From an optimization exercise on the open Yosys and OpenROAD flow, aimed at small area, a short achievable clock period and few clock cycles; shortcuts taken in it are not production practice.
In this exercise RTL edits were held to simulation tests only and were not proved equivalent to the original.

Design ALU, start of the top module:
module ALU(
    input clock,
    input reset,
    input start,
    input [63:0] inA,
    input [63:0] inB,
    input [ 4:0] opr,
    output signed [63:0] outAB,
    output done
);
  reg regdone;
  assign done = regdone;
  reg busy;             
  reg st_pol;           
  reg st_as;            
  reg sub;              
  reg op4;              
  reg [2:0] mstep;      
  reg [4:0] it;         
  reg tneg, tfb, amask, kf;   
  reg [2:0] mp;           
  reg [33:0] xr, yr;
  reg [31:0] zr;
  reg [31:0] cs_s, cs_c;
  assign outAB = {xr[31:0], zr};
  wire signed [33:0] xs = $signed(xr) >>> it;
  wire signed [33:0] ys = $signed(yr) >>> it;
  wire ysign = yr[33];
  wire xsub = st_as ? sub : ysign;         
  wire ysub = ~ysign;                       
  wire [34:0] xsum = {xr, 1'b1} + {(xsub ? ~ys : ys), xsub};
  wire [34:0] ysum = {yr, 1'b1} + {(ysub ? ~xs : xs), ysub};
  wire [33:0] xadd = xsum[34:1];
  wire [33:0] yadd = ysum[34:1];
  reg [31:0] atan;
  always @(*)
    case (it)
      5'd0:  atan = 32'h2d000000;
      5'd1:  atan = 32'h1a90a732;
      5'd2:  atan = 32'h0e094740;
      5'd3:  atan = 32'h07200112;
      5'd4:  atan = 32'h03938aa6;
      5'd5:  atan = 32'h01ca3795;
      5'd6:  atan = 32'h00e52a1b;
      5'd7:  atan = 32'h007296d8;
      5'd8:  atan = 32'h00394ba5;
      5'd9:  atan = 32'h001ca5da;
      5'd10: atan = 32'h000e52ee;
      5'd11: atan = 32'h00072977;
      5'd12: atan = 32'h000394bc;
      5'd13: atan = 32'h0001ca5e;
      5'd14: atan = 32'h0000e52f;
  ...
clock: 17.0 ns
lec_check: 0
abc_area: 1
cap_margin: 20
core_margin: 2
core_utilization: 45
place_density: 0.7
slew_margin: 20
standard.sh (not shown) runs the stock make flow with config.mk's settings and CLKGATE_MAP_FILE= SYNTH_SCRIPT=/design/flow/synth_recipe.tcl, a recipe that flattens the netlist after the stock synthesis.
==> flow/flow/run.sh <==
#!/bin/bash
# The standard layout (standard.sh) with three layout settings changed; the clock period
# and the constraints stay the design's own:
#  - the setup repair aims for extra slack, so that repair_timing sizes and buffers the
#    design's real critical paths;
#  - the resizer may swap a cell for one of another footprint (a stronger drive);
#  - every input and output port still gets its own buffer, a sky130_fd_sc_hd__buf_4.
# make's full output goes to flow_make.log here.
set -euo pipefail
export SETUP_SLACK_MARGIN=12
sed 's#"\${@:-finish}"#MATCH_CELL_FOOTPRINT=0 "BUFFER_PORTS_ARGS=-buffer_cell sky130_fd_sc_hd__buf_4" "${@:-finish}"#' standard.sh > flow_std.sh
grep -q MATCH_CELL_FOOTPRINT=0 flow_std.sh
bash flow_std.sh > flow_make.log 2>&1
Testbench counts at the start, summed over its fixed seeds: cycles 85,665.
==> next run, changes <==
--- a/flow/flow/run.sh
+++ b/flow/flow/run.sh
@@ -9,3 +9,3 @@
 set -euo pipefail
-export SETUP_SLACK_MARGIN=12
+export SETUP_SLACK_MARGIN=12.6
 sed 's#"\${@:-finish}"#MATCH_CELL_FOOTPRINT=0 "BUFFER_PORTS_ARGS=-buffer_cell sky130_fd_sc_hd__buf_4" "${@:-finish}"#' standard.sh > flow_std.sh
--- a/flow/config.mk
+++ b/flow/config.mk
@@ -11,3 +11,3 @@
 export CORE_UTILIZATION = 45
-export PLACE_DENSITY = 0.7
+export PLACE_DENSITY = 0.6
 export SLEW_MARGIN = 20
After rerunning: The changed run completed with no timing, DRC or antenna violations. Design area increases by 11%. Wire length rises by 6.6%. Via count grows by 4.2%. Sequential share of layout area is lower by 0.70 points. Die area is unchanged. Maximum frequency grows by 6.9%. Clock-buffer cell count drops by 3.
==> next run, changes <==
==> flow/run.sh (new file) <==
#!/bin/bash
# synth_recipe.tcl (not shown) runs the flow's synth.tcl, then flattens the netlist and writes it again
# the make line also repeats each setting of config.mk as NAME=value (left out here)
make -C /OpenROAD-flow-scripts/flow DESIGN_CONFIG=/design/flow/config.mk WORK_HOME=/design/flow/orfs CLKGATE_MAP_FILE= SYNTH_SCRIPT=/design/flow/synth_recipe.tcl finish
removed: flow/flow/run.sh
removed: flow/standard.sh
Effect: The changed run passed the timing, DRC and antenna checks. Cell area falls by roughly a tenth. Count of clock-buffer cells in the layout decreases by 1. Register-to-register slack gets worse by 1200 ps. Setup slack degrades by 1200 ps.
==> next run, changes <==
==> flow/flow/run.sh (new file) <==
#!/bin/bash
# The standard layout (standard.sh), with the setup repair asked to leave extra slack so
# that repair_timing sizes and buffers the design's real critical paths (the clock period and
# the constraints stay the design's own). make's full output goes to flow_make.log here.
set -euo pipefail
export SETUP_SLACK_MARGIN=11.5
bash standard.sh > flow_make.log 2>&1
==> flow/standard.sh (new file) <==
#!/bin/bash
# synth_recipe.tcl (not shown) runs the flow's synth.tcl, then flattens the netlist and writes it again
# the make line also repeats each setting of config.mk as NAME=value (left out here)
make -C /OpenROAD-flow-scripts/flow DESIGN_CONFIG=/design/flow/config.mk WORK_HOME=/design/flow/orfs CLKGATE_MAP_FILE= SYNTH_SCRIPT=/design/flow/synth_recipe.tcl "${@:-finish}"
removed: flow/run.sh
Design area went up by about 1%.
Worst hold slack is about the same.
Sequential cell count is unchanged.
Wire length went up by about 0.4%.
Via count went up by 0.34%.
Clock-buffer cell count stays the same.
Die area stays the same.
Sequential share of layout area stays flat.
Worst setup slack gets better by 560 ps.
==> next run, changes <==
==> flow/flow/run.sh (replaced) <==
#!/bin/bash
# The standard layout (standard.sh) with three layout settings changed; the clock period
# and the constraints stay the design's own:
#  - the setup repair aims for extra slack, so that repair_timing sizes and buffers the
#    design's real critical paths;
#  - the resizer may swap a cell for one of another footprint (a stronger drive);
#  - every input and output port still gets its own buffer, a sky130_fd_sc_hd__buf_4.
# make's full output goes to flow_make.log here.
set -euo pipefail
export SETUP_SLACK_MARGIN=11.8
sed 's#"\${@:-finish}"#MATCH_CELL_FOOTPRINT=0 "BUFFER_PORTS_ARGS=-buffer_cell sky130_fd_sc_hd__buf_4" "${@:-finish}"#' standard.sh > flow_std.sh
grep -q MATCH_CELL_FOOTPRINT=0 flow_std.sh
bash flow_std.sh > flow_make.log 2>&1
--- a/flow/config.mk
+++ b/flow/config.mk
@@ -10,4 +10,4 @@
 export CORE_MARGIN = 2
-export CORE_UTILIZATION = 45
-export PLACE_DENSITY = 0.6
+export CORE_UTILIZATION = 50
+export PLACE_DENSITY = 0.65
 export SLEW_MARGIN = 20
Outcome: First-iteration DRC count rose by about 11%; final area barely changes; global-route usage rises by 2.9 points; setup slack gets better by 430 ps.
==> next run, changes <==
--- a/flow/flow/run.sh
+++ b/flow/flow/run.sh
@@ -9,3 +9,3 @@
 set -euo pipefail
-export SETUP_SLACK_MARGIN=11.8
+export SETUP_SLACK_MARGIN=12
 sed 's#"\${@:-finish}"#MATCH_CELL_FOOTPRINT=0 "BUFFER_PORTS_ARGS=-buffer_cell sky130_fd_sc_hd__buf_4" "${@:-finish}"#' standard.sh > flow_std.sh
--- a/flow/config.mk
+++ b/flow/config.mk
@@ -10,4 +10,4 @@
 export CORE_MARGIN = 2
-export CORE_UTILIZATION = 50
-export PLACE_DENSITY = 0.65
+export CORE_UTILIZATION = 45
+export PLACE_DENSITY = 0.6
 export SLEW_MARGIN = 20
Final cell count goes up by 2.3%; first-iteration DRC count drops by 15%; routed wire length grows by 3.6%.

## what the ideal ports hide
Ports are ideal in the flow. The routed layouts listed here were re-timed in OpenROAD. Step 1: set_driving_cell puts a clkbuf_16 on clock and a buf_2 on each other input, an assumption about the parent block. Step 2 moves the port delays by t, midway between the first and last clock arrival at a register: inputs arrive t later, outputs are due t later. That takes back most of the time a late clock gives input paths. a / b / c = ideal / step 1 / step 2; a / b = the first two.
| run | shift t [ns] | setup WS [ns] | worst hold slack (ns) | latest minus earliest clock arrival (ns) | worst slew at a driven data input, ns |
|---|---|---|---|---|---|
| the first run | 0.687 | 11.763 / 11.803 / 11.116 | 0.460 / 0.460 / 0.460 | 0.016 / 0.016 | 0.07 |
| the second run | 0.677 | 12.101 / 12.101 / 11.672 | 0.492 / 0.492 / 0.492 | 0.015 / 0.015 | 0.07 |
| the third run | 0.684 | 10.855 / 10.855 / 10.220 | 0.466 / 0.466 / 0.466 | 0.025 / 0.025 | 0.07 |
| the fourth run | 0.681 | 11.417 / 11.349 / 10.837 | 0.467 / 0.467 / 0.467 | 0.023 / 0.023 | 0.06 |
| the fifth run | 0.680 | 11.849 / 11.837 / 11.213 | 0.447 / 0.447 / 0.447 | 0.022 / 0.022 | 0.05 |
| the sixth run | 0.679 | 11.996 / 12.017 / 11.338 | 0.458 / 0.458 / 0.458 | 0.025 / 0.026 | 0.06 |
After both steps every run listed still meets setup and hold. The setup slack of the sixth run, which loses most, moves by +0.021 ns with the drivers and by -0.658 ns with both steps.
